Background: an optimization exercise with open tools, aiming at small area. Do not read the settings as production practice. Function was checked by simulation only, so behaviour that the tests miss may differ from the original. Power figures rest on the tool's default switching activity, not on a simulated workload.

$ cat flow/design.v
`timescale 1ns / 1ps
module display_controller(
	input clk,  
	input rst,
	output hSync, vSync,
	output reg bright,
	output reg [9:0] hCount,
	output reg [9:0] vCount
	);
	wire hEnd = (hCount == 10'd799);
	wire vEnd = (vCount == 10'd524);
	always @(posedge clk, posedge rst)
		if (rst) begin
			hCount <= 0;
			vCount <= 0;
		end else begin
			hCount <= hEnd ? 10'd0 : hCount + 10'd1;
			if (hEnd)
				vCount <= vEnd ? 10'd0 : vCount + 10'd1;
		end
	assign hSync = (hCount >= 10'd96);
	assign vSync = (vCount >= 10'd2);
	always @(posedge clk, posedge rst)
		if (rst)
			bright <= 0;
		else
			bright <= (hCount > 10'd143) && (hCount < 10'd784) && (vCount > 10'd34) && (vCount < 10'd516);
endmodule
`timescale 1ns / 1ps
module game_control(
	input clk,
	input en,  
	input bright,
	input rst,
	input up, input left, input right, input down,
	input [9:0] hCount, vCount,
	output reg [11:0] rgb,
	output reg [3:0] lives
	);
	localparam [11:0] BLACK  = 12'b0000_0000_0000;
	localparam [11:0] WHITE  = 12'b1111_1111_1111;
	localparam [11:0] RED    = 12'b1111_0000_0000;
	localparam [11:0] GREEN  = 12'b0000_1111_0000;
	localparam [11:0] GREY   = 12'b0101_0101_0101;
	localparam [11:0] YELLOW = 12'b1111_1111_0000;
	localparam [11:0] CYAN   = 12'b0000_1111_1111;
	localparam [11:0] BLUE   = 12'b0000_0000_1111;
	reg reg_down, move;
	reg [8:0] npx, nbx, nby;
	reg ydir;
	reg [1:0] xdir, xspd;
	reg [9:0] ew, er, eb;  
	wire [9:0] P = ~{npx, 1'b1};
	wire [9:0] X = ~{nbx, 1'b1};
	wire [9:0] Y = ~{nby, 1'b1};
	wire any_brick = |{ew, er, eb};
	wire live = |lives;
	wire scr = (hCount >= 10'd148) && (hCount <= 10'd776) && (vCount >= 10'd40);
	wire [9:0] dpx;  
	rca #(9) a_dpx(.a(hCount[9:1]), .b(npx), .ci(1'b1), .s(dpx[9:1]), .co());
	assign dpx[0] = hCount[0];
	wire paddle = (vCount >= 10'd465) && (vCount <= 10'd475) && ((dpx <= 10'd50) || (dpx >= 10'd974));
	wire [10:0] dx, dy;  
	rca #(9) a_dx(.a(hCount[9:1]), .b(nbx), .ci(1'b1), .s(dx[9:1]), .co(dx[10]));
	rca #(9) a_dy(.a(vCount[9:1]), .b(nby), .ci(1'b1), .s(dy[9:1]), .co(dy[10]));
	assign dx[0] = hCount[0];
	assign dy[0] = vCount[0];
	wire xs = (dx[10:4] == 7'b1000000) || (dx[10:4] == 7'b0111111);
	wire ys = (dy[10:4] == 7'b1000000) || (dy[10:4] == 7'b0111111);
	reg shape;
	integer ix, iy;
	always @(*) begin
		ix = dx[4] ? {27'h7ffffff, dx[4:0]} : {27'd0, dx[4:0]};
		iy = dy[4] ? {27'h7ffffff, dy[4:0]} : {27'd0, dy[4:0]};
		if (ix < 0) ix = -ix;
		if (iy < 0) iy = -iy;
		shape = (iy <= 2 && ix <= 10) || (iy <= 4 && ix <= 8) || (iy <= 6 && ix <= 6) || (iy <= 7 && ix <= 4) || (iy <= 8 && ix <= 2) || (iy <= 9 && ix <= 1);
	end
	wire ball = xs && ys && shape && (!dy[10] || (Y >= 10'd10) || (dy[3:0] <= Y[3:0]));
	reg [9:0] hcol;
	integer i;
	always @(*)
		for (i = 0; i < 10; i = i + 1)
			hcol[i] = (hCount >= 148 + 63*i) && (hCount <= 209 + 63*i);
	wire row_w = (vCount >= 10'd40) && (vCount <= 10'd90);
	wire row_r = (vCount >= 10'd91) && (vCount <= 10'd141);
	wire row_b = (vCount >= 10'd142) && (vCount <= 10'd192);
	wire pix_w = row_w && |(hcol & ew);
	wire pix_r = row_r && |(hcol & er);
	wire pix_b = row_b && |(hcol & eb);
	always @(*) begin
		if (~bright)
			rgb = BLACK;
		else if (~reg_down)
			rgb = scr ? YELLOW : BLACK;
		else if (~live)
			rgb = (scr && any_brick) ? RED : BLACK;
		else if (paddle && any_brick)
			rgb = GREY;
		else if (pix_w)
			rgb = WHITE;
		else if (pix_r)
			rgb = RED;
		else if (pix_b)
			rgb = BLUE;
		else if (ball && any_brick)
			rgb = CYAN;
		else if (~any_brick && scr)
			rgb = GREEN;
		else
			rgb = BLACK;
	end
	function in_rng(input [9:0] v, input integer lo, input integer hi);
		in_rng = (v >= lo) && (v <= hi);
	endfunction
	reg [9:0] xb_b, xt_b, xb_r, xs_r, xs_l;
	always @(*)
		for (i = 0; i < 10; i = i + 1) begin
			xb_b[i] = in_rng(X, 158 + 63*i + (i == 5 ? -2 : 0), 200 + 63*i + (i == 9 ? 1 : 0));
			xt_b[i] = in_rng(X, 158 + 63*i, 200 + 63*i + (i == 9 ? -1 : 0));
			xb_r[i] = in_rng(X, 158 + 63*i, 200 + 63*i + (i == 9 ? 1 : 0));  
			xs_r[i] = in_rng(X, 215 + 63*i, 219 + 63*i);  
			xs_l[i] = in_rng(X, 138 + 63*i, 142 + 63*i);  
		end
	wire y_bb = in_rng(Y, 4, 196);    
	wire y_bt = in_rng(Y, 138, 142);  
	wire y_bs = in_rng(Y, 146, 196);  
	wire y_rb = in_rng(Y, 4, 145);    
	wire y_rt = (Y <= 10'd88);        
	wire y_rs = in_rng(Y, 95, 145);   
	wire y_wb = in_rng(Y, 4, 94);     
	wire y_ws = in_rng(Y, 44, 94);    
	wire y_top = in_rng(Y, 4, 45);    
	wire hb_b = y_bb && |(xb_b & eb);
	wire b1 = ydir && !hb_b;
	wire tb_on = y_bt && !b1;
	wire ht_b = tb_on && |(xt_b & eb);
	wire b2 = b1 || ht_b;
	wire hb_r = y_rb && |(xb_r & er);
	wire b3 = b2 && !hb_r;
	wire tr_on = y_rt && !b3;
	wire ht_r = tr_on && |(xb_r & er);
	wire b4 = b3 || ht_r;
	wire hb_w = y_wb && |(xb_r & ew);
	wire b5 = b4 && !hb_w;
	wire [9:0] srow = y_bs ? eb : y_rs ? er : y_ws ? ew : 10'd0;
	wire sr = |(xs_r & srow);
	wire sl = |(xs_l & srow);
	wire [9:0] ew_n = ew & ~((y_wb ? xb_r : 10'd0) | (y_ws ? (xs_r | xs_l) : 10'd0));
	wire [9:0] er_n = er & ~((y_rb ? xb_r : 10'd0) | (tr_on ? xb_r : 10'd0) | (y_rs ? (xs_r | xs_l) : 10'd0));
	wire [9:0] eb_n = eb & ~((y_bb ? xb_b : 10'd0) | (tb_on ? xt_b : 10'd0) | (y_bs ? (xs_r | xs_l) : 10'd0));
	wire [9:0] tp;
	rca #(9) a_tp(.a(~nbx), .b(npx), .ci(1'b1), .s(tp[9:1]), .co());
	assign tp[0] = 1'b0;
	wire bar = (Y == 10'd462) && !ydir;
	wire tp_neg = (tp >= 10'd974);    
	wire tp_pos = (tp >= 10'd2) && (tp <= 10'd50);
	wire tp_zero = (tp == 10'd0);
	wire tp_fast = (tp >= 10'd974 && tp <= 10'd997) || (tp >= 10'd27 && tp <= 10'd50);
	wire bar_hit = bar && (tp_neg || tp_pos || tp_zero);
	wire moving = move && (Y <= 10'd475);
	wire lost = !moving && (Y >= 10'd471);
	wire restart = !moving && (Y >= 10'd472);
	wire bx_dec = (xdir == 2'd0) && ((xspd == 2'd2 && X >= 10'd152) || (xspd == 2'd1 && X >= 10'd150));
	wire bx_inc = (xdir == 2'd1) && ((xspd == 2'd2 && X <= 10'd772) || (xspd == 2'd1 && X <= 10'd774));
	wire bx_two = (xspd == 2'd2);
	wire [8:0] nbx_mv;
	rca #(9) a_bx(.a(nbx), .b({{7{bx_inc}}, bx_two ? 2'b10 : {bx_inc, 1'b1}}), .ci(1'b0), .s(nbx_mv), .co());
	wire [8:0] nby_mv;
	rca #(9) a_by(.a(nby), .b({{8{!b5}}, 1'b1}), .ci(1'b0), .s(nby_mv), .co());
	wire [8:0] npx_mv;
	rca #(9) a_px(.a(npx), .b({{7{right}}, 2'b10}), .ci(1'b0), .s(npx_mv), .co());
	always @(posedge clk, posedge rst)
		if (rst) begin
			reg_down <= 0;
			move <= 0;
		end else if (en && down)
			reg_down <= 1;
		else if (en && up && reg_down)
			move <= 1;
	always @(posedge clk, posedge rst)
		if (rst) begin
			lives <= 4'd3;
			ew <= 10'h3ff;
			er <= 10'h3ff;
			eb <= 10'h3ff;
			npx <= ~9'd225;
			nbx <= ~9'd225;
			nby <= ~9'd228;
			ydir <= 1;
			xdir <= 2;
			xspd <= 0;
		end else if (en && reg_down) begin
			ew <= ew_n;
			er <= er_n;
			eb <= eb_n;
			if (bar) begin
				if (tp_zero)
					xspd <= 0;
				else if (tp_fast)
					xspd <= 2;
				else if (tp_neg || tp_pos)
					xspd <= 1;
			end
			if (restart)
				xdir <= 2;
			else if (X <= 10'd152 && xdir == 0)
				xdir <= 1;
			else if (X >= 10'd772 && xdir == 1)
				xdir <= 0;
			else if (sl)
				xdir <= 0;
			else if (sr)
				xdir <= 1;
			else if (bar) begin
				if (tp_zero)
					xdir <= 2;
				else if (tp_neg)
					xdir <= 0;
				else if (tp_pos)
					xdir <= 1;
			end
			if (bar_hit)
				ydir <= 1;
			else if (y_top && b5)
				ydir <= 0;
			else if (restart)
				ydir <= 1;
			else
				ydir <= b5;
			if (moving) begin
				nby <= nby_mv;
				if (bx_dec || bx_inc)
					nbx <= nbx_mv;
			end else if (lost) begin
				lives <= lives - 4'd1;
				if (restart) begin
					nbx <= ~9'd225;
					nby <= ~9'd228;
				end
			end
			if (right)
				npx <= (P >= 10'd730) ? ~9'd365 : npx_mv;
			else if (left)
				npx <= (P <= 10'd200) ? ~9'd100 : npx_mv;
			else if (restart)
				npx <= ~9'd225;
		end
endmodule
module rca #(parameter W = 9) (
	input [W-1:0] a, b,
	input ci,
	output [W-1:0] s,
	output co
	);
	wire [W:0] c;
	assign c[0] = ci;
	genvar k;
	generate for (k = 0; k < W; k = k + 1) begin : bit_
		assign s[k] = a[k] ^ b[k] ^ c[k];
		assign c[k+1] = (a[k] & b[k]) | (a[k] & c[k]) | (b[k] & c[k]);
	end endgenerate
	assign co = c[W];
endmodule
module display_lives(
	input [3:0] displayNumber,
	output [3:0] anode,
	output reg [6:0] ssdOut
	);
	assign anode = 4'b1110;
	always @(*)
		case (displayNumber)
		4'd0: ssdOut = 7'b0000001;
		4'd1: ssdOut = 7'b1001111;
		4'd2: ssdOut = 7'b0010010;
		default: ssdOut = 7'b0000110;
		endcase
endmodule
`timescale 1ns / 1ps
module vga_top(
	input ClkPort,
	input BtnC,
	input BtnU,
	input BtnD,
	input BtnR,
	input BtnL,
	input MoveTick,  
	output hSync, vSync,
	output [3:0] vgaR, vgaG, vgaB,
	output An0, An1, An2, An3, An4, An5, An6, An7,
	output Ca, Cb, Cc, Cd, Ce, Cf, Cg, Dp,
	output MemOE, MemWR, RamCS, QuadSpiFlashCS
	);
	wire bright;
	wire [9:0] hc, vc;
	wire [3:0] lives;
	wire [6:0] ssdOut;
	wire [3:0] anode;
	wire [11:0] rgb;
	display_controller dc(.clk(ClkPort), .rst(BtnC), .hSync(hSync), .vSync(vSync), .bright(bright), .hCount(hc), .vCount(vc));
	game_control sc(.clk(ClkPort), .en(MoveTick), .bright(bright), .rst(BtnC), .up(BtnU), .down(BtnD), .left(BtnL), .right(BtnR), .hCount(hc), .vCount(vc), .rgb(rgb), .lives(lives));
	display_lives cnt(.displayNumber(lives), .anode(anode), .ssdOut(ssdOut));
	assign vgaR = rgb[11 : 8];
	assign vgaG = rgb[7  : 4];
	assign vgaB = rgb[3  : 0];
	assign {MemOE, MemWR, RamCS, QuadSpiFlashCS} = 4'b1111;
	assign {An7, An6, An5, An4, An3, An2, An1, An0} = {4'b1111, anode};
	assign {Ca, Cb, Cc, Cd, Ce, Cf, Cg} = ssdOut[6 : 0];
	assign Dp = 1'b1;  
endmodule
$ cat flow/run.sh
#!/bin/bash
# synth_recipe.tcl (not shown) runs the flow's synth.tcl, then flattens the netlist and writes it again
# the make line also repeats each setting of config.mk as NAME=value (left out here)
make -C /OpenROAD-flow-scripts/flow DESIGN_CONFIG=/design/flow/config.mk WORK_HOME=/design/flow/orfs CLKGATE_MAP_FILE= SYNTH_SCRIPT=/design/flow/synth_recipe.tcl finish
$ cat flow/config.mk
export PLATFORM = sky130hd
export DESIGN_NAME = vga_top
export DESIGN_NICKNAME = vga_top
export VERILOG_FILES = /design/flow/design.v
export SDC_FILE = /design/flow/constraint.sdc
export NUM_CORES = 4
export LEC_CHECK = 0
export CAP_MARGIN = 20
export CORE_MARGIN = 2
export CORE_UTILIZATION = 40
export PLACE_DENSITY = 0.6
export SLEW_MARGIN = 20
$ cat flow/constraint.sdc
create_clock -name core_clock -period 12.0 [get_ports {ClkPort}]
set_input_delay 2.4000 -clock core_clock [delete_from_list [all_inputs] [get_ports {ClkPort}]]
set_output_delay 2.4000 -clock core_clock [all_outputs]
set_load 0.01 [all_outputs]
==> impl_metrics.env, run 1 <==
export IMPL_status="finished clean"
export IMPL_totalWireLength_um=31060
export IMPL_final_area_um2=9661
export IMPL_finClkSkew_ns=0.009700
export IMPL_crit_required_ns=9.60
export IMPL_placed_area_um2=9350
export IMPL_clk_latency_ns=0.36
export IMPL_cts_root_buf="clkbuf_16"
export IMPL_critPathKind="reg -> out"
export IMPL_finalNonFillerCells=1360
export IMPL_yosysMostFrequentCell="nand2_1"
export IMPL_startpoint_type="register"
export IMPL_path_common_cell="fa_1"
export IMPL_regToRegSetupSlack_ns=5.82
export IMPL_irDropWorstVdd_mv=0.1738
export IMPL_ios=41
export IMPL_hold_ws_ns=0.4668
export IMPL_drt_iter0_drc=983
export IMPL_final_nets=1153
export IMPL_grt_setup_unrepaired="false"
export IMPL_rows=54
export IMPL_holdBufCountCts=0
export IMPL_cts_sinks=89
export IMPL_antenna_found_initial=0
export IMPL_die_h_um=154.0
export IMPL_htree_levels=3
export IMPL_tritoncts="done"
export IMPL_track_usage=0.2624
export IMPL_initial_core_util=0.4101
export IMPL_gp_congestion=0.9988
export IMPL_antenna_cells=0
export IMPL_grt_overflow_total=0
export IMPL_power_density_nw_per_um2=200.0
export IMPL_ctsLongestPathBuffers=2
export IMPL_clk_transition_reported_paths_ns=0.07
export IMPL_p_leak_uw=0.003561
export IMPL_worstReg2RegStart="sc.nbx[5]"
export IMPL_finalSetupViolations=0
export IMPL_drc=0
export IMPL_cts_resized=0
export IMPL_final_fill_count=2155
export IMPL_port_buffers=26
export IMPL_core_um2=21960
export IMPL_grt_pass1_wl_um=48400
export IMPL_synth_area_top_cells="dfstp_2, dfrtp_1, fa_1, nand2_1, o21ai_0"
export IMPL_report_final_slew_viol_count=0
export IMPL_synth_top_cell_area_share=0.1430
export IMPL_max_freq_ghz=0.09764
export IMPL_crit_path_max_incr_delay_ns=0.79
export IMPL_numCtsBuffers=9
export IMPL_synthTopCellsByCount="nand2_1, inv_1, nor2_1"
export IMPL_arrival_ns=7.84
export IMPL_post_route_min_period_ns=10.24
export IMPL_avgSynthCellArea_um2=8.246
export IMPL_critPathMaxFanout=24
export IMPL_synth_cell_area_um2=9005
export IMPL_post_route_period_util=0.8535
export IMPL_critPathCaptureType="output port"
export IMPL_hp_start="sc.lives[3]"
export IMPL_yosysWarnings=3
export IMPL_slowest_stage="dfstp_2"
export IMPL_area_growth_pct=7.281
export IMPL_ant_nets=0
export IMPL_synth_top_area_cell="dfstp_2"
export IMPL_postSynth_asyncResetShare=1.000
export IMPL_finalPower_uw=1932
export IMPL_ys_seq_area_frac=0.2541
export IMPL_cts_setup_buffers=0
export IMPL_slew_headroom=0.2082
export IMPL_grt_pass1_vias=8104
export IMPL_grt_max_degree=62
export IMPL_drv_cap=0
export IMPL_hold_viol_final=0
export IMPL_drt_vias_per_instance=6.364
export IMPL_synth_cells=1092
export IMPL_wl_per_cell_um=22.84
export IMPL_min_path_type="reg -> reg"
export IMPL_worst_pin_slew_ns=1.181
export IMPL_worstPathCellList="inv_1 > fa_1 > fa_1 > fa_1 > fa_1 > fa_1 > fa_1 > fa_1 > fa_1 > or4b_2 > nor4_1 > o221ai_1 > a2111oi_0 > and4_1 > o21ai_0 > a211oi_1 > clkdlybuf4s50_1"
export IMPL_hpwlAfterDp_um=23660
export IMPL_ys_seq_elements=89
export IMPL_drive_above_1_share=0.1009
export IMPL_ys_flop_type="dfstp_2"
export IMPL_yosysUniqueCellTypes=83
export IMPL_drt_pass1_iter_count=6
export IMPL_hold_path_endpoint="sc.lives[3]"
export IMPL_reg2reg_to="sc.nby[8]"
export IMPL_fin_setup_tns_ns=0
export IMPL_synth_edf_count=0
export IMPL_min_path_cells=1
export IMPL_dp_cells=1344
export IMPL_num_vias=8655
export IMPL_die_w_um=154.0
export IMPL_die_area_um2=23730
export IMPL_rr_worst_depth=18
-- cell usage in the layout (no fill, tap or decap), types with 12 or more instances in the layout --
cell | netlist | final
nand3_1 | 37 | 37
nand4_1 | 27 | 27
o21ai_0 | 65 | 65
o21a_1 | 25 | 25
a21oi_1 | 57 | 57
a31oi_1 | 16 | 16
conb_1 | 2 | 14
fa_1 | 50 | 50
a22oi_1 | 32 | 32
clkdlybuf4s50_1 | 0 | 26
or3_1 | 13 | 13
and3_1 | 14 | 14
xnor2_1 | 22 | 22
ha_1 | 21 | 21
inv_1 | 82 | 81
nor3_1 | 42 | 42
nor2b_1 | 13 | 13
o211ai_1 | 13 | 13
o31ai_1 | 17 | 17
dfrtp_1 | 40 | 40
nor4_1 | 20 | 19
or2_2 | 12 | 12
and2_1 | 14 | 14
dfstp_2 | 49 | 49
nand2_1 | 89 | 89
nor2_1 | 71 | 71
-- routing by layer --
layer	GRT usage	share of wire	vias up
li1	-	-	3964
met1	0.3688	0.44	4202
met2	0.4147	0.46	431
met3	0.05271	0.083	58
met4	0.06631	0.024	0
met5	0	0	-
-- through the flow --
stage | util | setup WS (ns)
CTS | 0.4397 | 1.840
global placement | 0.4258 | 2.471
floorplan | - | 3.394
global route | 0.4399 | 1.521
detailed placement | 0.4258 | 2.237
finish | 0.4399 | 1.758
-- area by class of cell --
cell class | instances | area, um^2 | area share
flip-flops and latches | 89 | 2288 | 0.2369
well taps | 280 | 350.3 | 0.03626
inverters | 86 | 324.1 | 0.03354
clock inverters | 6 | 65.06 | 0.006735
repair buffers | 35 | 327.8 | 0.03393
multi-input cells | 854 | 6066 | 0.6279
clock buffers | 10 | 239.0 | 0.02474
-- critical path, delay by kind of cell, from the launching register on --
kind,cells,cell delay [ns]
fa+ha+maj,8,3.39
flops,1,0.79
compound gates,4,1.07
simple gates,3,1.33
buf+inv,2,0.90
-- registers in the layout (all words and copies together), names as in the netlist, 9 cells and up --
signal / count
sc.npx: 9
dc.vCount: 10
sc.eb: 10
sc.nby: 9
sc.er: 10
dc.hCount: 10
sc.nbx: 9
sc.ew: 10
-- worst max-delay path by stage --
stage	from	slack, ns	cells after the start	end
3_5_place_dp	sc.nbx[1]	2.24	17	vgaB[1]
2_1_floorplan	sc.nbx[1]	3.39	18	vgaB[3]
3_3_place_gp	sc.nbx[1]	2.47	17	vgaB[1]
5_1_grt	sc.nbx[1]	1.52	17	vgaB[1]
4_1_cts	sc.nbx[1]	1.84	17	vgaB[1]
6_report	sc.nbx[1]	1.76	17	vgaB[1]
-- logic make-up (layout without fill, tap and decap cells) --
| family | Yosys count | after routing | share of synthesized area |
|---|---|---|---|
| compound gates | 334 | 334 | 0.2591 |
| xor+xnor | 30 | 30 | 0.02918 |
| fa+ha+maj | 71 | 71 | 0.1403 |
| buf+inv | 161 | 137 | 0.07795 |
| flops | 89 | 89 | 0.2541 |
| mux | 3 | 3 | 0.003612 |
| other cells | 2 | 14 | 0.0008340 |
| simple gates | 402 | 402 | 0.2348 |
-- where the power goes --
group	leakage, uW	internal, uW	switching [uW]
Clock	0.000149	168	137
Combinational	0.00239	415	695
Sequential	0.00102	373	143
Total	0.00356	957	975
==> run 2: changes to the inputs <==
--- a/flow/design.v
+++ b/flow/design.v
@@ -51,3 +51,4 @@
 	reg [1:0] xdir, xspd;
-	reg [9:0] ew, er, eb;  
+	reg [9:0] gw, gr, gb;  
+	wire [9:0] ew = ~gw, er = ~gr, eb = ~gb;  
 	wire [9:0] P = ~{npx, 1'b1};
@@ -55,3 +56,3 @@
 	wire [9:0] Y = ~{nby, 1'b1};
-	wire any_brick = |{ew, er, eb};
+	wire any_brick = ~&{gw, gr, gb};
 	wire live = |lives;
@@ -148,5 +149,5 @@
 	wire sl = |(xs_l & srow);
-	wire [9:0] ew_n = ew & ~((y_wb ? xb_r : 10'd0) | (y_ws ? (xs_r | xs_l) : 10'd0));
-	wire [9:0] er_n = er & ~((y_rb ? xb_r : 10'd0) | (tr_on ? xb_r : 10'd0) | (y_rs ? (xs_r | xs_l) : 10'd0));
-	wire [9:0] eb_n = eb & ~((y_bb ? xb_b : 10'd0) | (tb_on ? xt_b : 10'd0) | (y_bs ? (xs_r | xs_l) : 10'd0));
+	wire [9:0] gw_n = gw | (y_wb ? xb_r : 10'd0) | (y_ws ? (xs_r | xs_l) : 10'd0);
+	wire [9:0] gr_n = gr | (y_rb ? xb_r : 10'd0) | (tr_on ? xb_r : 10'd0) | (y_rs ? (xs_r | xs_l) : 10'd0);
+	wire [9:0] gb_n = gb | (y_bb ? xb_b : 10'd0) | (tb_on ? xt_b : 10'd0) | (y_bs ? (xs_r | xs_l) : 10'd0);
 	wire [9:0] tp;
@@ -183,5 +184,5 @@
 			lives <= 4'd3;
-			ew <= 10'h3ff;
-			er <= 10'h3ff;
-			eb <= 10'h3ff;
+			gw <= 10'h000;
+			gr <= 10'h000;
+			gb <= 10'h000;
 			npx <= ~9'd225;
@@ -193,5 +194,5 @@
 		end else if (en && reg_down) begin
-			ew <= ew_n;
-			er <= er_n;
-			eb <= eb_n;
+			gw <= gw_n;
+			gr <= gr_n;
+			gb <= gb_n;
 			if (bar) begin
==> flow/flow/run.sh (new file) <==
#!/bin/bash
# Standard layout, with power recovery (downsizing of gates that have timing slack)
# after global routing.
set -euo pipefail
export RECOVER_POWER=100
bash standard.sh > flow_make.log 2>&1
==> flow/standard.sh (new file) <==
#!/bin/bash
# synth_recipe.tcl (not shown) runs the flow's synth.tcl, then flattens the netlist and writes it again
# the make line also repeats each setting of config.mk as NAME=value (left out here)
make -C /OpenROAD-flow-scripts/flow DESIGN_CONFIG=/design/flow/config.mk WORK_HOME=/design/flow/orfs CLKGATE_MAP_FILE= SYNTH_SCRIPT=/design/flow/synth_recipe.tcl "${@:-finish}"
--- a/flow/config.mk
+++ b/flow/config.mk
@@ -10,2 +10,3 @@
 export CORE_UTILIZATION = 40
+export CTS_BUF_LIST = sky130_fd_sc_hd__clkbuf_8
 export PLACE_DENSITY = 0.6
removed: flow/run.sh
==> run 2 against run 1 <==
  * Highest routed layer unchanged
  * Setup slack improved by 0.77 ns
  * Global-route usage is 1.5 points lower
  * Clock-buffer cell count down 1
  * Critical endpoint is now vgaG[3]
  * Total power shrank 7.4%
  * The layout now fails its checks (capacitance limit, slew limit)
  * Largest cell class unchanged
  * Final area shrank 4.0%
==> impl_metrics.env, run 2 <==
export IMPL_hp_start="sc.lives[3]"
export IMPL_grt_use_met2=0.3857
export IMPL_final_nets=1104
export IMPL_core_um2=21760
export IMPL_groute_layer_met3_usage=0.05375
export IMPL_cts_sinks=89
export IMPL_synth_area_top_cells="dfrtp_1, fa_1, dfstp_2, inv_1, nand2_1"
export IMPL_ys_seq_elements=89
export IMPL_yosysUniqueCellTypes=100
export IMPL_hold_viol_final=0
export IMPL_holdBufCountCts=0
export IMPL_area_growth_pct=5.075
export IMPL_die_w_um=152.5
export IMPL_gp_congestion=0.9927
export IMPL_post_route_min_period_ns=9.474
export IMPL_crit_required_ns=9.60
export IMPL_num_vias=8321
export IMPL_drv_cap=3
export IMPL_critPathBufInv=2
export IMPL_placed_area_um2=9140
export IMPL_drt_pass1_iter_count=8
export IMPL_regArea_um2=2251
export IMPL_so_faults="capacitance limit, slew limit"
export IMPL_post_route_period_util=0.7895
export IMPL_synth_cells=1043
export IMPL_worstReg2RegStart="sc.nbx[5]"
export IMPL_antenna_cells=0
export IMPL_grt_max_degree=68
export IMPL_drive_above_1_share=0.07171
export IMPL_synthTopCellsByCount="inv_1, nand2_1, nor2_1"
export IMPL_cts_root_buf="clkbuf_8"
export IMPL_ys_flop_type="dfrtp_1"
export IMPL_arrival_ns=7.07
export IMPL_postSynth_asyncResetShare=1.000
export IMPL_slew_headroom=-1.444
export IMPL_top_usage_layer="met2"
export IMPL_fin_setup_tns_ns=0
export IMPL_finalPower_uw=1788
export IMPL_startpoint_type="register"
export IMPL_mostFrequentLayoutCells="inv_1, nand2_1, nor2_1"
export IMPL_grt_pass1_wl_um=45820
export IMPL_ys_seq_area_frac=0.2550
export IMPL_synth_cell_area_um2=8826
export IMPL_grt_overflow_total=0
export IMPL_clk_transition_reported_paths_ns=0.11
export IMPL_critPathMaxFanout=20
export IMPL_irDropWorstVdd_mv=0.1422
export IMPL_finalSetupViolations=0
export IMPL_slowest_stage="dfstp_1"
export IMPL_totalWireLength_um=28980
export IMPL_p_leak_uw=0.003678
export IMPL_track_usage=0.2478
export IMPL_wl_per_cell_um=22.09
export IMPL_drc=0
export IMPL_multi_input_area_um2=5843
export IMPL_final_fill_count=2215
export IMPL_final_area_um2=9274
export IMPL_drt_iter0_drc=984
export IMPL_die_h_um=152.5
export IMPL_tritoncts="done"
export IMPL_gr_usage_met1=0.3415
export IMPL_crit_start="sc.nbx[1]"
export IMPL_final_common_cell="inv_1"
export IMPL_ios=41
export IMPL_pre_cts_slack_ns=3.295
export IMPL_synth_top_cell_area_share=0.1985
export IMPL_synth_top_area_cell="dfrtp_1"
export IMPL_critPathCaptureType="output port"
export IMPL_worst_pin_slew_ns=3.666
export IMPL_finClkSkew_ns=0.02167
export IMPL_avgSynthCellArea_um2=8.462
export IMPL_power_density_nw_per_um2=192.8
export IMPL_antenna_found_initial=0
export IMPL_ctsLongestPathBuffers=2
export IMPL_numCtsBuffers=9
export IMPL_synth_edf_count=0
export IMPL_hpwlAfterDp_um=21990
export IMPL_path_common_cell="fa_1"
export IMPL_clk_latency_ns=0.40
export IMPL_yosysWarnings=3
export IMPL_crit_path_max_incr_delay_ns=0.95
export IMPL_min_path_type="reg -> reg"
export IMPL_setup_ws_ns=2.526
export IMPL_ant_nets=0
export IMPL_yosysMostFrequentCell="inv_1"
export IMPL_report_final_slew_viol_count=106
export IMPL_grt_pass1_vias=8002
export IMPL_htree_levels=3
export IMPL_worst_path_dominant_cell_family="adder cells"
export IMPL_rows=54
export IMPL_die_area_um2=23270
export IMPL_postLayoutCoreUtil=0.4263
export IMPL_cts_resized=0
export IMPL_cts_setup_buffers=0
export IMPL_grt_setup_unrepaired="false"
export IMPL_max_freq_ghz=0.1056
export IMPL_critPathKind="reg -> out"
export IMPL_worstPathCellList="inv_1 > fa_1 > fa_1 > fa_1 > fa_1 > fa_1 > fa_1 > fa_1 > fa_1 > nor4b_1 > nand2_1 > o21ai_0 > nand4_1 > a211oi_1 > nor2_1 > a211o_1 > o221ai_1 > dlygate4sd3_1"
export IMPL_port_buffers=26
export IMPL_status="failed layout checks"
export IMPL_initial_core_util=0.4057
export IMPL_drt_vias_per_instance=6.342
[run 2: cells by family after synthesis]
group | share of synthesized area
flip-flops | 0.2550
other | 0.0008509
adder cells (fa/ha/maj) | 0.1440
XOR/XNOR | 0.03076
buffers and inverters | 0.08747
multiplexers | 0.005954
AND/OR/NAND/NOR | 0.2189
AO/OA/AOI/OAI | 0.2570
[run 2: final timing paths]
check	end	slack (ns)	cells after the start
max in group asynchronous	sc.gb[0]	5.35	3
worst min-delay path	sc.lives[3]	0.49	1
worst min register to register	sc.lives[3]	0.49	1
worst max-delay path	vgaG[3]	2.53	18
min in group asynchronous	sc.npx[7]	2.68	2
worst max register to register	sc.nby[7]	5.34	18
[run 2: metrics by stage]
stage | hold slack [ns] | std cells
2_1_floorplan | 0.4426 | 1055
3_3_place_gp | 0.4639 | 1296
3_5_place_dp | 0.4645 | 1296
4_1_cts | 0.4861 | 1312
5_1_grt | 0.5061 | 1312
6_report | 0.4866 | 1312
[run 2: routing by layer]
layer	up-vias	wire, um
li1	3783	-
met1	3966	12280
met2	478	12900
met3	94	2564
met4	0	1236
met5	-	0
[run 2: area by class of cell]
cell class,instances,share of cell area
repair buffers,34,0.03251
inverters,95,0.03859
clock buffers,9,0.01336
clock inverters,7,0.004992
well taps,280,0.03778
multi-input cells,798,0.6301
flip-flops and latches,89,0.2427
[run 2: power by group]
group	internal (uW)	switching [uW]
clock network	76.0	131
registers	377	147
logic	403	654
total	856	932
==> run 3: changes to the inputs <==
==> flow/run.sh (new file) <==
#!/bin/bash
# synth_recipe.tcl (not shown) runs the flow's synth.tcl, then flattens the netlist and writes it again
# the make line also repeats each setting of config.mk as NAME=value (left out here)
make -C /OpenROAD-flow-scripts/flow DESIGN_CONFIG=/design/flow/config.mk WORK_HOME=/design/flow/orfs CLKGATE_MAP_FILE= SYNTH_SCRIPT=/design/flow/synth_recipe.tcl finish
removed: flow/flow/run.sh
removed: flow/standard.sh
==> run 3 against run 2 <==
  * Now clean on timing, DRC and antenna
  * Synthesized area is the same
  * Sequential share of layout area fell by 0.095 points
  * Maximum frequency increased by 3.6%
  * Utilization rose by 0.17 points
  * Setup slack gained 0.33 ns
  * Critical path type unchanged
  * Critical endpoint unchanged
  * Largest power group unchanged
==> impl_metrics.env, run 3 <==
export IMPL_status="finished clean"
export IMPL_ios=41
export IMPL_area_growth_pct=5.486
export IMPL_antenna_cells=0
export IMPL_mostFrequentLayoutCells="inv_1, nand2_1, nor2_1"
export IMPL_ys_flop_type="dfrtp_1"
export IMPL_drc=0
export IMPL_worst_path_dominant_cell_family="adder cells"
export IMPL_worstPathCellList="inv_1 > fa_1 > fa_1 > fa_1 > fa_1 > fa_1 > fa_1 > fa_1 > fa_1 > nor4b_1 > nand2_1 > o21ai_0 > nand4_1 > a211oi_1 > nor2_1 > a211o_1 > o221ai_1 > clkdlybuf4s50_1"
export IMPL_pre_cts_slack_ns=3.295
export IMPL_setup_ws_ns=2.859
export IMPL_totalWireLength_um=28990
export IMPL_worst_pin_slew_ns=1.061
export IMPL_drt_iter0_drc=1051
export IMPL_drt_pass1_iter_count=8
export IMPL_holdBufCountCts=0
export IMPL_num_vias=8345
export IMPL_drv_cap=0
export IMPL_critPathCaptureType="output port"
export IMPL_hold_viol_final=0
export IMPL_wl_per_cell_um=22.10
export IMPL_min_path_type="reg -> reg"
export IMPL_rows=54
export IMPL_crit_required_ns=9.60
export IMPL_die_h_um=152.5
export IMPL_drive_above_1_share=0.08043
export IMPL_p_leak_uw=0.003657
export IMPL_final_nets=1104
export IMPL_startpoint_type="register"
export IMPL_hpwlAfterDp_um=21990
export IMPL_port_buffers=26
export IMPL_synth_top_area_cell="dfrtp_1"
export IMPL_slowest_stage="dfstp_2"
export IMPL_synth_xor_area_share=0.03076
export IMPL_antenna_found_initial=0
export IMPL_fin_setup_tns_ns=0
export IMPL_numCtsBuffers=9
export IMPL_synth_edf_count=0
export IMPL_finalSetupViolations=0
export IMPL_grt_pass1_vias=8002
export IMPL_cts_root_buf="clkbuf_8"
export IMPL_drt_vias_per_instance=6.361
export IMPL_crit_start="sc.nbx[1]"
export IMPL_gp_congestion=0.9927
export IMPL_synth_cells=1043
export IMPL_grt_pass1_wl_um=45820
export IMPL_critPathBufInv=2
export IMPL_arrival_ns=6.74
export IMPL_irDropWorstVdd_mv=0.1521
export IMPL_final_common_cell="inv_1"
export IMPL_critPathKind="reg -> out"
export IMPL_synth_simple_gate_area_frac=0.2189
export IMPL_crit_path_max_incr_delay_ns=0.77
export IMPL_synth_mux_area_frac=0.005954
export IMPL_synth_area_top_cells="dfrtp_1, fa_1, dfstp_2, inv_1, nand2_1"
export IMPL_post_route_period_util=0.7618
export IMPL_cts_resized=0
export IMPL_finClkSkew_ns=0.02463
export IMPL_power_density_nw_per_um2=193.4
export IMPL_synth_adder_area_share=0.1440
export IMPL_worstReg2RegStart="sc.nbx[5]"
export IMPL_clk_transition_reported_paths_ns=0.11
export IMPL_critPathMaxFanout=20
export IMPL_yosysWarnings=3
export IMPL_die_w_um=152.5
export IMPL_max_freq_ghz=0.1094
export IMPL_core_um2=21760
export IMPL_cts_sinks=89
export IMPL_grt_max_degree=68
export IMPL_synth_cell_area_um2=8826
export IMPL_ys_seq_area_frac=0.2550
export IMPL_synthTopCellsByCount="inv_1, nand2_1, nor2_1"
export IMPL_clk_latency_ns=0.40
export IMPL_synth_top_cell_area_share=0.1985
export IMPL_ys_seq_elements=89
export IMPL_report_final_slew_viol_count=0
export IMPL_tritoncts="done"
export IMPL_htree_levels=3
export IMPL_yosysMostFrequentCell="inv_1"
export IMPL_ctsLongestPathBuffers=2
export IMPL_grt_setup_unrepaired="false"
export IMPL_yosysUniqueCellTypes=100
export IMPL_ant_nets=0
export IMPL_path_common_cell="fa_1"
export IMPL_slew_headroom=0.2915
export IMPL_synth_top_family_by_area="compound AO/OA/AOI/OAI gates"
export IMPL_synth_compound_area_frac=0.2570
export IMPL_post_route_min_period_ns=9.141
export IMPL_final_fill_count=2209
export IMPL_grt_overflow_total=0
export IMPL_cts_setup_buffers=0
export IMPL_hp_start="sc.lives[3]"
export IMPL_initial_core_util=0.4057
export IMPL_track_usage=0.2478
export IMPL_die_area_um2=23270
export IMPL_postSynth_asyncResetShare=1.000
export IMPL_avgSynthCellArea_um2=8.462
[run 3: logic make-up after synthesis]
group,count (synthesis)
and+or+nand+nor,365
DFF,89
adders and majority gates,72
buffers and inverters,168
AOI/OAI and AO/OA,311
muxes,5
xor gates and xnor gates,31
other,2
[run 3: area by class of cell]
type	instances	area (um^2)	area share
multi-input cells	798	5859	0.6294
flip-flops and latches	89	2251	0.2418
inverters	95	359.1	0.03857
well taps	280	350.3	0.03763
repair buffers	34	320.3	0.03440
clock buffers	9	123.9	0.01330
clock inverters	7	46.29	0.004972
[run 3: through the flow]
step                std cells  hold slack, ns  instance area (um^2)  utilization  power, uW
finish                   1312          0.4848                  9310       0.4279       1801
global placement         1296          0.4639                  9140       0.4201       1565
floorplan                1055          0.4426                  8871            -       1293
detailed placement       1296          0.4645                  9140       0.4201       1575
CTS                      1312          0.4861                  9310       0.4279       1788
global route             1312          0.5061                  9310       0.4279       1957
[run 3: report_power, final]
part / internal, uW / switching, uW / total (uW)
logic: 413 / 657 / 1070
clock network: 76.0 / 130 / 206
registers: 377 / 148 / 525
[run 3: routing by layer]
metal | track usage | part of all wire | up-vias
li1 | - | - | 3791
met1 | 0.3415 | 0.43 | 3999
met2 | 0.3857 | 0.45 | 468
met3 | 0.05375 | 0.085 | 87
met4 | 0.08907 | 0.039 | 0
met5 | 0 | 0 | -
[run 3: path summary, 6_finish.rpt]
kind	end	slack [ns]	depth (start not counted)
worst max-delay path	vgaG[3]	2.86	18
worst min-delay path	sc.lives[3]	0.48	1
worst max register to register	sc.nby[8]	6.23	19
worst min register to register	sc.lives[3]	0.48	1
max in group asynchronous	sc.gb[0]	8.49	3
min in group asynchronous	sc.npx[7]	2.31	2
==> run 4: changes to the inputs <==
--- a/flow/config.mk
+++ b/flow/config.mk
@@ -9,5 +9,5 @@
 export CORE_MARGIN = 2
-export CORE_UTILIZATION = 40
+export CORE_UTILIZATION = 65
 export CTS_BUF_LIST = sky130_fd_sc_hd__clkbuf_8
-export PLACE_DENSITY = 0.6
+export PLACE_DENSITY = 0.75
 export SLEW_MARGIN = 20
==> run 4 against run 3 <==
  * Still clean on timing, DRC and antenna
  * Total power grew 2.9%
  * Sequential power shrank 2%
  * Sequential share of layout area grew 0.23 points
  * Via count grew 4.2%
  * Register-to-register slack lost 0.07 ns
  * First-iteration DRC count grew 35%
  * Critical endpoint is now vgaG[1]
  * Highest routed layer unchanged
==> impl_metrics.env, run 4 <==
export IMPL_post_route_min_period_ns=9.166
export IMPL_synth_top_cell_area_share=0.1985
export IMPL_grt_pass1_vias=8191
export IMPL_final_common_cell="inv_1"
export IMPL_synth_cells=1043
export IMPL_regArea_um2=2251
export IMPL_drive_above_1_share=0.08228
export IMPL_synth_cell_area_um2=8826
export IMPL_crit_required_ns=9.60
export IMPL_reg2reg_to="sc.nby[8]"
export IMPL_cts_root_buf="clkbuf_8"
export IMPL_die_w_um=120.5
export IMPL_clk_transition_reported_paths_ns=0.10
export IMPL_min_path_cells=1
export IMPL_antenna_cells=0
export IMPL_ys_seq_area_frac=0.2550
export IMPL_clk_latency_ns=0.40
export IMPL_mostFrequentLayoutCells="inv_1, nand2_1, nor2_1"
export IMPL_numCtsBuffers=9
export IMPL_port_buffers=26
export IMPL_drc=0
export IMPL_antenna_found_initial=0
export IMPL_area_growth_pct=4.494
export IMPL_synth_area_top_cells="dfrtp_1, fa_1, dfstp_2, inv_1, nand2_1"
export IMPL_track_usage=0.3993
export IMPL_p_leak_uw=0.003675
export IMPL_totalWireLength_um=28000
export IMPL_ctsLongestPathBuffers=2
export IMPL_post_route_period_util=0.7639
export IMPL_synth_top_area_cell="dfrtp_1"
export IMPL_hpwlAfterDp_um=20930
export IMPL_drt_vias_per_instance=7.191
export IMPL_rr_worst_depth=19
export IMPL_final_fill_count=1071
export IMPL_htree_levels=3
export IMPL_power_density_nw_per_um2=201.0
export IMPL_hp_start="sc.lives[3]"
export IMPL_postSynth_asyncResetShare=1.000
export IMPL_grt_overflow_total=0
export IMPL_finalSetupViolations=0
export IMPL_ios=41
export IMPL_final_nets=1105
export IMPL_holdBufCountCts=0
export IMPL_ys_seq_elements=89
export IMPL_grt_setup_unrepaired="false"
export IMPL_grt_max_degree=66
export IMPL_ant_nets=0
export IMPL_avgSynthCellArea_um2=8.462
export IMPL_core_um2=13240
export IMPL_yosysMostFrequentCell="inv_1"
export IMPL_fin_setup_tns_ns=0
export IMPL_drv_cap=0
export IMPL_yosysWarnings=3
export IMPL_cts_resized=0
export IMPL_grt_pass1_wl_um=44680
export IMPL_wl_per_cell_um=23.16
export IMPL_synth_edf_count=0
export IMPL_drt_iter0_drc=1417
export IMPL_finClkSkew_ns=0.01259
export IMPL_worstReg2RegStart="sc.nbx[3]"
export IMPL_hold_viol_final=0
export IMPL_multi_input_area_um2=5862
export IMPL_irDropWorstVdd_mv=0.2078
export IMPL_arrival_ns=6.77
export IMPL_critPathMaxFanout=20
export IMPL_pre_cts_slack_ns=3.360
export IMPL_critPathCaptureType="output port"
export IMPL_critPathKind="reg -> out"
export IMPL_initial_core_util=0.6665
export IMPL_setup_ws_ns=2.834
export IMPL_ys_flop_type="dfrtp_1"
export IMPL_gp_congestion=1.064
export IMPL_cts_setup_buffers=0
export IMPL_rows=42
export IMPL_report_final_slew_viol_count=0
export IMPL_regToRegSetupSlack_ns=6.16
export IMPL_startpoint_type="register"
export IMPL_drt_pass1_iter_count=9
export IMPL_synthTopCellsByCount="inv_1, nand2_1, nor2_1"
export IMPL_die_area_um2=14530
export IMPL_tritoncts="done"
export IMPL_num_vias=8694
export IMPL_die_h_um=120.5
export IMPL_min_path_type="reg -> reg"
export IMPL_worst_pin_slew_ns=0.9493
export IMPL_yosysUniqueCellTypes=100
export IMPL_slew_headroom=0.3648
export IMPL_status="finished clean"
export IMPL_max_freq_ghz=0.1091
export IMPL_hold_path_endpoint="sc.lives[3]"
export IMPL_cts_sinks=89
[run 4: cells by family after synthesis]
family / synth area share
adders and majority gates: 0.1440
other: 0.0008509
buffers and inverters: 0.08747
AOI/OAI and AO/OA: 0.2570
DFF: 0.2550
and+or+nand+nor: 0.2189
muxes: 0.005954
xor gates and xnor gates: 0.03076
[run 4: layer usage]
layer  vias to the layer above  GRT usage  part of all wire
met5                         -          0                 0
met4                         0     0.2093             0.063
met3                       158    0.08774              0.11
met2                       617     0.6056              0.44
met1                      4132     0.5379              0.38
li1                       3787          -                 -
[run 4: how the worst max path moves through the flow]
stage | end | from
after floorplan | vgaG[3] | sc.nbx[1]
after global placement | vgaG[3] | sc.nbx[1]
after detailed placement | vgaG[1] | sc.nbx[1]
after CTS | vgaG[1] | sc.nbx[1]
after global routing | vgaB[0] | sc.nbx[1]
final | vgaG[1] | sc.nbx[1]
[run 4: metrics by stage]
stage	std cells	total power [uW]	cell area, um^2	hold slack [ns]	util
2_1_floorplan	1055	1293	8871	0.4426	-
3_3_place_gp	1193	1545	9016	0.4581	0.6808
3_5_place_dp	1193	1579	9016	0.4679	0.6808
4_1_cts	1209	1816	9220	0.4830	0.6962
5_1_grt	1209	1983	9223	0.5037	0.6964
6_report	1209	1853	9223	0.4835	0.6964
[run 4: power by group]
part,internal [uW],total (uW),switching (uW),leakage [uW]
combinational,417,1100,686,0.00251
clock,103,233,130,0.000106
sequential,378,517,140,0.00106
total,898,1850,955,0.00368
[run 4: final cells by class]
| class | instances | share of cell area |
|---|---|---|
| Inverter | 95 | 0.03880 |
| Clock buffer | 10 | 0.01492 |
| Multi-Input combinational cell | 798 | 0.6356 |
| Clock inverter | 6 | 0.007190 |
| Timing Repair Buffer | 35 | 0.03554 |
| Tap cell | 176 | 0.02388 |
| Sequential cell | 89 | 0.2441 |
[run 4: worst max-delay path, cell delays in order (launching register included)]
cell and delay (ns):
dfstp_2 0.75, inv_1 0.24, fa_1 0.46, fa_1 0.40, fa_1 0.39, fa_1 0.39
fa_1 0.39, fa_1 0.41, fa_1 0.40, fa_1 0.48, nor4b_1 0.30, nand2_1 0.08
o21ai_0 0.19, nand4_1 0.18, a211oi_1 0.25, nor2_1 0.09, a211o_1 0.26, o221ai_1 0.10
clkdlybuf4s50_1 0.60
==> run 5: changes to the inputs <==
==> flow/flow/run.sh (new file) <==
#!/bin/bash
# Standard layout, with the smallest buffer cell on the ports.
set -euo pipefail
export BUFFER_PORTS_ARGS="-buffer_cell sky130_fd_sc_hd__buf_1"
bash standard.sh > flow_make.log 2>&1
==> flow/standard.sh (new file) <==
#!/bin/bash
# synth_recipe.tcl (not shown) runs the flow's synth.tcl, then flattens the netlist and writes it again
# the make line also repeats each setting of config.mk as NAME=value (left out here)
make -C /OpenROAD-flow-scripts/flow DESIGN_CONFIG=/design/flow/config.mk WORK_HOME=/design/flow/orfs CLKGATE_MAP_FILE= SYNTH_SCRIPT=/design/flow/synth_recipe.tcl "${@:-finish}"
--- a/flow/config.mk
+++ b/flow/config.mk
@@ -9,5 +9,5 @@
 export CORE_MARGIN = 2
-export CORE_UTILIZATION = 65
+export CORE_UTILIZATION = 40
 export CTS_BUF_LIST = sky130_fd_sc_hd__clkbuf_8
-export PLACE_DENSITY = 0.75
+export PLACE_DENSITY = 0.6
 export SLEW_MARGIN = 20
removed: flow/run.sh
==> run 5 against run 4 <==
  * Non-clock buffer count decreased by 2
  * Maximum frequency increased by 4.6%
  * Clock-buffer cell count increased by 1
  * Sequential share of layout area increased by 0.11 points
  * Hold slack got worse by 0.0075 ns
  * First-iteration DRC count decreased by 40%
  * Sequential power increased by 2%
  * Total power decreased by 2.1%
  * Clock skew increased by 0.0019 ns
  * Global-route usage decreased by 15 points
  * Largest cell class unchanged
==> impl_metrics.env, run 5 <==
export IMPL_totalWireLength_um=28620
export IMPL_regArea_um2=2251
export IMPL_grt_max_degree=68
export IMPL_min_path_type="reg -> reg"
export IMPL_synth_top_cell_area_share=0.1985
export IMPL_placed_area_um2=8970
export IMPL_arrival_ns=6.36
export IMPL_yosysWarnings=3
export IMPL_numCtsBuffers=9
export IMPL_wl_per_cell_um=21.83
export IMPL_max_freq_ghz=0.1142
export IMPL_grt_pass1_vias=7769
export IMPL_multi_input_area_um2=5859
export IMPL_worstReg2RegStart="sc.nbx[5]"
export IMPL_synth_xor_area_share=0.03076
export IMPL_grt_setup_unrepaired="false"
export IMPL_crit_path_max_incr_delay_ns=0.77
export IMPL_regToRegSetupSlack_ns=6.07
export IMPL_initial_core_util=0.4057
export IMPL_reg2reg_to="sc.nby[8]"
export IMPL_rr_worst_depth=17
export IMPL_slew_headroom=0.2172
export IMPL_synth_cell_area_um2=8826
export IMPL_core_um2=21760
export IMPL_final_area_um2=9181
export IMPL_p_leak_uw=0.003602
export IMPL_drt_pass1_iter_count=7
export IMPL_synth_compound_area_frac=0.2570
export IMPL_min_path_cells=1
export IMPL_ios=41
export IMPL_postSynth_asyncResetShare=1.000
export IMPL_startpoint_type="register"
export IMPL_hold_ws_ns=0.4759
export IMPL_track_usage=0.2478
export IMPL_worstPathCellList="inv_1 > fa_1 > fa_1 > fa_1 > fa_1 > fa_1 > fa_1 > fa_1 > fa_1 > nor4b_1 > nand2_1 > o21ai_0 > nand4_1 > a211oi_1 > nor2_1 > a211o_1 > o221ai_1 > buf_1"
export IMPL_antenna_cells=0
export IMPL_cts_sinks=89
export IMPL_hpwlAfterDp_um=22030
export IMPL_hold_path_endpoint="sc.lives[3]"
export IMPL_final_fill_count=2254
export IMPL_worst_pin_slew_ns=1.159
export IMPL_irDropWorstVdd_mv=0.1540
export IMPL_finalSetupViolations=0
export IMPL_grt_overflow_total=0
export IMPL_status="finished clean"
export IMPL_clk_transition_reported_paths_ns=0.10
export IMPL_crit_start="sc.nbx[1]"
export IMPL_ctsLongestPathBuffers=2
export IMPL_mostFrequentLayoutCells="inv_1, nand2_1, nor2_1"
export IMPL_ys_flop_type="dfrtp_1"
export IMPL_post_route_period_util=0.7300
export IMPL_finalPower_uw=1814
export IMPL_synth_top_family_by_area="compound AO/OA/AOI/OAI gates"
export IMPL_num_vias=8236
export IMPL_critPathKind="reg -> out"
export IMPL_holdBufCountCts=0
export IMPL_slowest_stage="dfstp_2"
export IMPL_crit_required_ns=9.60
export IMPL_synth_simple_gate_area_frac=0.2189
export IMPL_yosysUniqueCellTypes=100
export IMPL_synth_mux_area_frac=0.005954
export IMPL_ys_seq_elements=89
export IMPL_drive_above_1_share=0.08050
export IMPL_rows=54
export IMPL_synth_cells=1043
export IMPL_postLayoutCoreUtil=0.4220
export IMPL_critPathCaptureType="output port"
export IMPL_drc=0
export IMPL_drt_iter0_drc=847
export IMPL_finClkSkew_ns=0.01446
export IMPL_drt_vias_per_instance=6.282
export IMPL_die_w_um=152.5
export IMPL_synth_adder_area_share=0.1440
export IMPL_power_density_nw_per_um2=197.6
export IMPL_clk_latency_ns=0.40
export IMPL_die_area_um2=23270
export IMPL_grt_pass1_wl_um=45240
export IMPL_fin_setup_tns_ns=0
export IMPL_synth_edf_count=0
export IMPL_antenna_found_initial=0
export IMPL_die_h_um=152.5
export IMPL_post_route_min_period_ns=8.760
export IMPL_tritoncts="done"
export IMPL_cts_root_buf="clkbuf_8"
export IMPL_area_growth_pct=4.026
export IMPL_path_common_cell="fa_1"
export IMPL_port_buffers=26
export IMPL_ant_nets=0
export IMPL_hold_viol_final=0
export IMPL_synth_top_area_cell="dfrtp_1"
export IMPL_final_common_cell="inv_1"
export IMPL_yosysMostFrequentCell="inv_1"
export IMPL_htree_levels=3
export IMPL_gp_congestion=0.9945
export IMPL_hp_start="sc.lives[3]"
export IMPL_avgSynthCellArea_um2=8.462
export IMPL_synthTopCellsByCount="inv_1, nand2_1, nor2_1"
export IMPL_critPathMaxFanout=20
export IMPL_ys_seq_area_frac=0.2550
export IMPL_cts_resized=0
export IMPL_cts_setup_buffers=0
export IMPL_final_nets=1103
export IMPL_synth_area_top_cells="dfrtp_1, fa_1, dfstp_2, inv_1, nand2_1"
export IMPL_report_final_slew_viol_count=0
export IMPL_drv_cap=0
[run 5: cell count changes in the layout (fill, tap and decap cells not counted), sizes merged]
cell,change
buf,+24
clkdlybuf4s50,-26
clkbuf,+1
clkinv,-1
[run 5: cell type report]
| class | instances | area share |
|---|---|---|
| Multi-Input combinational cell | 798 | 0.6382 |
| Timing Repair Buffer | 33 | 0.01635 |
| Sequential cell | 89 | 0.2452 |
| Inverter | 95 | 0.03911 |
| Tap cell | 280 | 0.03816 |
| Clock buffer | 11 | 0.01649 |
| Clock inverter | 5 | 0.006541 |
[run 5: cells by family after synthesis]
kind of cell | count (synthesis)
AOI/OAI and AO/OA | 311
xor gates and xnor gates | 31
adders and majority gates | 72
buffers and inverters | 168
DFF | 89
muxes | 5
other | 2
and+or+nand+nor | 365
[run 5: worst max-delay path by stage]
stage / end / cells after the start
6_report: vgaG[3] / 18
5_1_grt: vgaG[3] / 19
4_1_cts: vgaB[2] / 17
3_5_place_dp: vgaG[3] / 18
3_3_place_gp: vgaG[1] / 17
2_1_floorplan: vgaG[3] / 20
[run 5: worst max-delay path, delay by kind of cell (launching register included)]
family	cells	cell delay [ns]
AOI/OAI and AO/OA	4	0.82
and+or+nand+nor	4	0.68
adders and majority gates	8	3.27
buffers and inverters	2	0.45
DFF	1	0.77
[run 5: where the power goes]
part           switching [uW]  internal, uW
sequential                148           377
clock                     126           109
combinational             654           399
total                     929           885
[run 5: per-layer routing]
metal,GRT usage,share of wire,vias to the layer above
met1,0.3468,0.44,3992
met2,0.3752,0.44,387
met5,0,0,-
met3,0.05347,0.074,76
li1,-,-,3781
met4,0.09832,0.040,0
[run 5: through the flow]
step           std cells  setup slack [ns]
2_1_floorplan       1055             4.095
3_3_place_gp        1295             3.829
3_5_place_dp        1295             3.701
4_1_cts             1311             3.255
5_1_grt             1311             2.858
6_report            1311             3.240
==> run 6: changes to the inputs <==
==> flow/flow/run.sh (replaced) <==
#!/bin/bash
set -euo pipefail
export BUFFER_PORTS_ARGS="-buffer_cell sky130_fd_sc_hd__buf_1"
export CTS_ARGS="-sink_clustering_enable -repair_clock_nets -buf_list sky130_fd_sc_hd__clkbuf_8 -dont_use_dummy_load"
bash standard.sh > flow_make.log 2>&1
==> run 6 against run 5 <==
  * Utilization down 0.40 points
  * Maximum frequency is 0.54% higher
  * Clock power shrank 25%
  * Hold slack lost 0.0031 ns
  * Combinational power about the same
  * Total power decreased by 3.2%
  * Non-clock buffer count did not move
  * First-iteration DRC count grew 0.94%
  * Highest routed layer unchanged
==> impl_metrics.env, run 6 <==
export IMPL_setup_ws_ns=3.288
export IMPL_post_route_period_util=0.7260
export IMPL_drt_iter0_drc=855
export IMPL_core_um2=21760
export IMPL_power_density_nw_per_um2=193.1
export IMPL_critPathMaxFanout=20
export IMPL_finalSetupViolations=0
export IMPL_htree_levels=3
export IMPL_status="finished clean"
export IMPL_synth_area_top_cells="dfrtp_1, fa_1, dfstp_2, inv_1, nand2_1"
export IMPL_multi_input_area_um2=5859
export IMPL_endpoint="vgaG[3]"
export IMPL_final_fill_count=2260
export IMPL_critPathCaptureType="output port"
export IMPL_finalNonFillerCells=1304
export IMPL_antenna_cells=0
export IMPL_drive_above_1_share=0.07422
export IMPL_drc=0
export IMPL_holdBufCountCts=0
export IMPL_ys_flop_type="dfrtp_1"
export IMPL_die_area_um2=23270
export IMPL_synth_edf_count=0
export IMPL_regArea_um2=2251
export IMPL_grt_pass1_wl_um=45200
export IMPL_ys_seq_elements=89
export IMPL_dp_cells=1295
export IMPL_hpwlAfterDp_um=22030
export IMPL_track_usage=0.2477
export IMPL_gp_congestion=0.9945
export IMPL_mostFrequentLayoutCells="inv_1, nand2_1, nor2_1"
export IMPL_min_path_type="reg -> reg"
export IMPL_ys_seq_area_frac=0.2550
export IMPL_regToRegSetupSlack_ns=6.16
export IMPL_worstPathCellList="inv_1 > fa_1 > fa_1 > fa_1 > fa_1 > fa_1 > fa_1 > fa_1 > fa_1 > nor4b_1 > nand2_1 > o21ai_0 > nand4_1 > a211oi_1 > nor2_1 > a211o_1 > o221ai_1 > buf_1"
export IMPL_numCtsBuffers=9
export IMPL_antenna_found_initial=0
export IMPL_cts_root_buf="clkbuf_8"
export IMPL_post_route_min_period_ns=8.712
export IMPL_synth_top_cell_area_share=0.1985
export IMPL_grt_setup_unrepaired="false"
export IMPL_rows=54
export IMPL_avgSynthCellArea_um2=8.462
export IMPL_initial_core_util=0.4057
export IMPL_p_leak_uw=0.003560
export IMPL_startpoint_type="register"
export IMPL_irDropWorstVdd_mv=0.1537
export IMPL_totalWireLength_um=28640
export IMPL_report_final_slew_viol_count=0
export IMPL_die_h_um=152.5
export IMPL_grt_overflow_total=0
export IMPL_pre_cts_slack_ns=3.701
export IMPL_worst_path_dominant_cell_family="adder cells"
export IMPL_num_vias=8290
export IMPL_port_buffers=26
export IMPL_area_growth_pct=3.034
export IMPL_finalPower_uw=1756
export IMPL_crit_path_max_incr_delay_ns=0.76
export IMPL_die_w_um=152.5
export IMPL_critPathKind="reg -> out"
export IMPL_clk_latency_ns=0.40
export IMPL_slew_headroom=0.2627
export IMPL_yosysWarnings=3
export IMPL_slowest_stage="dfstp_2"
export IMPL_grt_max_degree=68
export IMPL_path_common_cell="fa_1"
export IMPL_worstReg2RegStart="sc.nbx[5]"
export IMPL_critPathBufInv=2
export IMPL_cp_depth=18
export IMPL_hold_viol_final=0
export IMPL_cts_resized=0
export IMPL_grt_pass1_vias=7760
export IMPL_drv_cap=0
export IMPL_wl_per_cell_um=21.96
export IMPL_rr_worst_depth=17
export IMPL_ios=41
export IMPL_cts_setup_buffers=0
export IMPL_cts_sinks=89
export IMPL_drt_pass1_iter_count=9
export IMPL_reg2reg_to="sc.nby[8]"
export IMPL_drt_vias_per_instance=6.357
export IMPL_final_common_cell="inv_1"
export IMPL_postSynth_asyncResetShare=1.000
export IMPL_yosysMostFrequentCell="inv_1"
export IMPL_final_nets=1103
export IMPL_fin_setup_tns_ns=0
export IMPL_ant_nets=0
export IMPL_arrival_ns=6.31
export IMPL_ctsLongestPathBuffers=2
export IMPL_tritoncts="done"
export IMPL_synthTopCellsByCount="inv_1, nand2_1, nor2_1"
export IMPL_crit_start="sc.nbx[1]"
export IMPL_synth_top_area_cell="dfrtp_1"
export IMPL_synth_cells=1043
export IMPL_finClkSkew_ns=0.03010
export IMPL_synth_cell_area_um2=8826
export IMPL_max_freq_ghz=0.1148
export IMPL_clk_transition_reported_paths_ns=0.10
export IMPL_yosysUniqueCellTypes=100
export IMPL_crit_required_ns=9.60
export IMPL_worst_pin_slew_ns=1.092
-- run 6: cell counts after synthesis --
Identical to the previous run, type by type.
-- run 6: layer usage --
| metal | up-vias | global-route usage | part of all wire |
|---|---|---|---|
| met3 | 81 | 0.05461 | 0.073 |
| met1 | 4056 | 0.3456 | 0.45 |
| met2 | 384 | 0.3760 | 0.44 |
| met5 | - | 0 | 0 |
| met4 | 0 | 0.09744 | 0.040 |
| li1 | 3769 | - | - |
-- run 6: cell type report --
type                            count  area share
Multi-Input combinational cell    798      0.6443
Timing Repair Buffer               33     0.01651
Tap cell                          280     0.03853
Clock buffer                        9     0.01362
Sequential cell                    89      0.2475
Inverter                           95     0.03949
-- run 6: power breakdown --
| group | switching [uW] | total, uW | internal (uW) |
|---|---|---|---|
| clock | 109 | 177 | 67.5 |
| combinational | 655 | 1050 | 399 |
| sequential | 148 | 526 | 378 |
| total | 912 | 1760 | 844 |
-- run 6: worst min path at each step --
| stage | startpoint | to | slack [ns] | depth (start not counted) |
|---|---|---|---|---|
| floorplan | sc.lives[3] | sc.lives[3] | 0.44 | 1 |
| global placement | sc.lives[3] | sc.lives[3] | 0.46 | 1 |
| detailed placement | sc.lives[3] | sc.lives[3] | 0.46 | 1 |
| CTS | sc.lives[3] | sc.lives[3] | 0.48 | 1 |
| global route | sc.lives[3] | sc.lives[3] | 0.49 | 1 |
| finish | sc.lives[3] | sc.lives[3] | 0.47 | 1 |
-- run 6: kinds of logic (layout without fill, tap and decap cells) --
kind of cell    after synthesis  in the layout  synth area share
xor+xnor                     31             31           0.03076
mux                           5              5          0.005954
buf+inv                     168            137           0.08747
flops                        89             89            0.2550
simple gates                365            365            0.2189
other cells                   2             14         0.0008509
fa+ha+maj                    72             72            0.1440
compound gates              311            311            0.2570
-- run 6: through the flow --
step | area [um^2] | utilization | hold slack [ns]
final | 9094 | 0.4180 | 0.4728
after floorplan | 8871 | - | 0.4426
after CTS | 9094 | 0.4180 | 0.4796
after global placement | 8970 | 0.4123 | 0.4593
after global routing | 9094 | 0.4180 | 0.4877
after detailed placement | 8970 | 0.4123 | 0.4645

-- port drivers added, routing unchanged --
Ports are ideal in the flow. The routed layouts listed here were re-timed in OpenROAD.
Step 1 sets driving cells, clkbuf_16 on the clock port and buf_2 on the other inputs (assumed; they add their load-dependent delay and slew).
Step 2 also shifts input and output timing later by t, the mid clock arrival at the registers, as if the neighbouring blocks saw the same clock.
Three values: ideal, step 1, step 2; two values: the first two.
run	shift t [ns]	slack for setup (ns)	clock arrival spread, ns	worst register clock-pin slew, ns	worst data-port slew with drivers (ns)
run 1	0.401	1.758 / 1.712 / 2.114	0.012 / 0.013	0.08 / 0.08	0.03
run 2	0.424	2.526 / 2.488 / 2.912	0.022 / 0.022	0.11 / 0.11	0.03
run 3	0.422	2.859 / 2.820 / 3.242	0.025 / 0.025	0.12 / 0.12	0.03
run 4	0.434	2.834 / 2.795 / 3.229	0.013 / 0.013	0.11 / 0.11	0.03
run 5	0.431	3.240 / 3.203 / 3.634	0.015 / 0.014	0.10 / 0.10	0.03
run 6	0.421	3.288 / 3.250 / 3.671	0.030 / 0.030	0.10 / 0.10	0.03
